What follows belongs to an exercise in optimizing a design on an open flow for small area, a short achievable clock period and few clock cycles per item; a production flow would make more cautious choices.
At most, simulation tests tie the RTL to the original design; equivalence was not proved.
Power figures rest on the tool's default switching activity, not on a simulated workload.

== run A ==
## melendez_mult
module melendez_mult (rst, clk, multiplier, multiplicand, product, done);
Size: about 760 cells after synthesis, about 130 I/O pins, roughly 9800 um^2 of cells after synthesis.
==> flow/config.mk <==
export PLATFORM = sky130hd
export DESIGN_NAME = melendez_mult
export DESIGN_NICKNAME = melendez_mult
export VERILOG_FILES = /design/flow/design.v
export SDC_FILE = /design/flow/constraint.sdc
export NUM_CORES = 4
export LEC_CHECK = 0
export CAP_MARGIN = 20
export CORE_MARGIN = 2
export CORE_UTILIZATION = 40
export SETUP_SLACK_MARGIN = 2.0
export SLEW_MARGIN = 20
export SYNTH_HIERARCHICAL = 1
export SYNTH_MINIMUM_KEEP_SIZE = 0
==> flow/constraint.sdc <==
create_clock -name core_clock -period 5.0 [get_ports {clk}]
set_input_delay 1.0000 -clock core_clock [delete_from_list [all_inputs] [get_ports {clk}]]
set_output_delay 1.0000 -clock core_clock [all_outputs]
set_load 0.01 [all_outputs]
standard.sh (not shown) runs the stock make flow with config.mk's settings and CLKGATE_MAP_FILE= SYNTH_SCRIPT=/design/flow/synth_recipe.tcl, a recipe that flattens the netlist after the stock synthesis.
==> flow/flow/run.sh <==
#!/bin/bash
set -euo pipefail
export BUFFER_PORTS_ARGS="-buffer_cell sky130_fd_sc_hd__buf_2"
bash standard.sh > standard_flow.log 2>&1
[inputs] run B vs run A
- SETUP_SLACK_MARGIN now 1.5, was 2.0
- CORE_UTILIZATION now 65, was 40
[summary]
Summary of the comparison: via count of the first global-routing pass is lower in run B, relative to run A.
A capturing instance or port of the critical path of product[51] is what run B shows, while product[50] belongs to run A.
Looking at run B and run A, the maximum frequency is a wash.
The critical path depth in run B was lower than what run A gave.
Run B vs. run A: wire length of the first global-routing pass went down, routed wire length went down.
diff inputs: run B => run C
- swapping 65 for 40 in CORE_UTILIZATION
- swapping 1.5 for 2.5 in SETUP_SLACK_MARGIN
Findings:
Between run C and run B, it is run C whose final area is higher, by about 19%. Maximum achievable frequency in run C is 0.0024 GHz lower than in run B. Clock network fraction of total power, run C and run B: smaller value in run C. Diff run B -> run C: power after layout grew by about 18%, number of standard cells in the layout, taps in and fillers out now larger.
No functional check of the RTL was part of any run of this note.

Starting RTL as in the previous note.
clock: 5.0 ns
lec_check: 0
cap_margin: 20
core_margin: 2
core_utilization: 40
setup_slack_margin: 1.5
slew_margin: 20
synth_hierarchical: 1
synth_minimum_keep_size: 0
Scripts as last shown in full above: flow/flow/run.sh
The first run finished with timing, DRC and antenna clean.
Next try:
--- a/flow/config.mk
+++ b/flow/config.mk
@@ -11 +11 @@
-export SETUP_SLACK_MARGIN = 1.5
+export SETUP_SLACK_MARGIN = 1.25
What happened: The new run completed without violations. Worst setup slack is worse by 0.12 ns. Final cell count came out lower by about 2.2%. Flip-flop and latch count stays the same. Die area is unchanged. Via count shrinks by 2.9%. Power is lower by 11%. Non-clock buffer count falls by 28. Cell area went down by about 7%. Sequential power is lower by about 4%. Clock-buffer cell count stays the same.
No functional check of the RTL was part of any run of this note.

melendez_mult, a different RTL version from the one above (not shown whole).
For scale: ~0.0095 sq mm of cells after synthesis.
Settings: LEC_CHECK=0, CAP_MARGIN=20, CORE_MARGIN=2, CORE_UTILIZATION=40, SETUP_SLACK_MARGIN=1.5, SLEW_MARGIN=20, SYNTH_HIERARCHICAL=1, SYNTH_MINIMUM_KEEP_SIZE=0; clock period 5.0 ns.
run.sh (not shown) runs the stock make flow with config.mk's settings and CLKGATE_MAP_FILE= SYNTH_SCRIPT=/design/flow/synth_recipe.tcl, a recipe that flattens the netlist after the stock synthesis.
Stock flow here: none of the scripts above is used.
Testbench counts at the start, summed over its fixed seeds: cycles 3,832, products 384.
Next try:
==> flow/flow/run.sh (new file) <==
#!/bin/bash
set -euo pipefail
export BUFFER_PORTS_ARGS="-buffer_cell sky130_fd_sc_hd__buf_2"
bash standard.sh > standard_flow.log 2>&1
==> flow/standard.sh (new file) <==
#!/bin/bash
# synth_recipe.tcl (not shown) runs the flow's synth.tcl, then flattens the netlist and writes it again
# the make line also repeats each setting of config.mk as NAME=value (left out here)
make -C /OpenROAD-flow-scripts/flow DESIGN_CONFIG=/design/flow/config.mk WORK_HOME=/design/flow/orfs CLKGATE_MAP_FILE= SYNTH_SCRIPT=/design/flow/synth_recipe.tcl "${@:-finish}"
removed: flow/run.sh
After rerunning: Sequential power hardly moves; clock-buffer cell count is unchanged; worst hold slack improved by 0.0035 ns.

static timing again, ports no longer ideal:
No port has a modelled driver above. Below, the same layouts with a new extraction and two added sets of constraints.
Step 1 (the two cells are an assumption about what drives the block):
set clk [get_ports {clk}]
set_driving_cell -lib_cell sky130_fd_sc_hd__clkbuf_16 $clk
set_driving_cell -lib_cell sky130_fd_sc_hd__buf_2 [delete_from_list [all_inputs] $clk]
Step 2, shift: input delay + t, output delay - t, t = (earliest + latest rising clock arrival at the registers) / 2. This alone moves slack from input paths to output paths.
a / b / c = ideal / step 1 / step 2; a / b = the first two.
| run | shift t [ns] | slack for setup (ns) | slew at the worst register clock pin (ns) | worst slew at a driven data input, ns | pins driven straight from the clock port |
|---|---|---|---|---|---|
| run A | 0.411 | 1.443 / 1.396 / 1.504 | 0.09 / 0.09 | 0.06 | 1 |
| run B | 0.410 | 1.449 / 1.404 / 1.408 | 0.09 / 0.09 | 0.05 | 1 |
| run C | 0.412 | 1.418 / 1.369 / 1.495 | 0.09 / 0.09 | 0.07 | 1 |
| the first run of note 2 | 0.407 | 1.517 / 1.469 / 1.348 | 0.09 / 0.09 | 0.03 | 1 |
| the second run of note 2 | 0.405 | 1.400 / 1.351 / 1.324 | 0.09 / 0.09 | 0.03 | 1 |
| the first run of note 3 | 0.415 | 0.979 / 0.930 / 1.099 | 0.09 / 0.09 | 0.05 | 1 |
| the second run of note 3 | 0.409 | 1.025 / 0.979 / 1.389 | 0.09 / 0.09 | 0.05 | 1 |
After both steps every run listed still meets setup and hold. The setup slack of the first run of note 2, which loses most, moves by -0.048 ns with the drivers and by -0.169 ns with both steps.
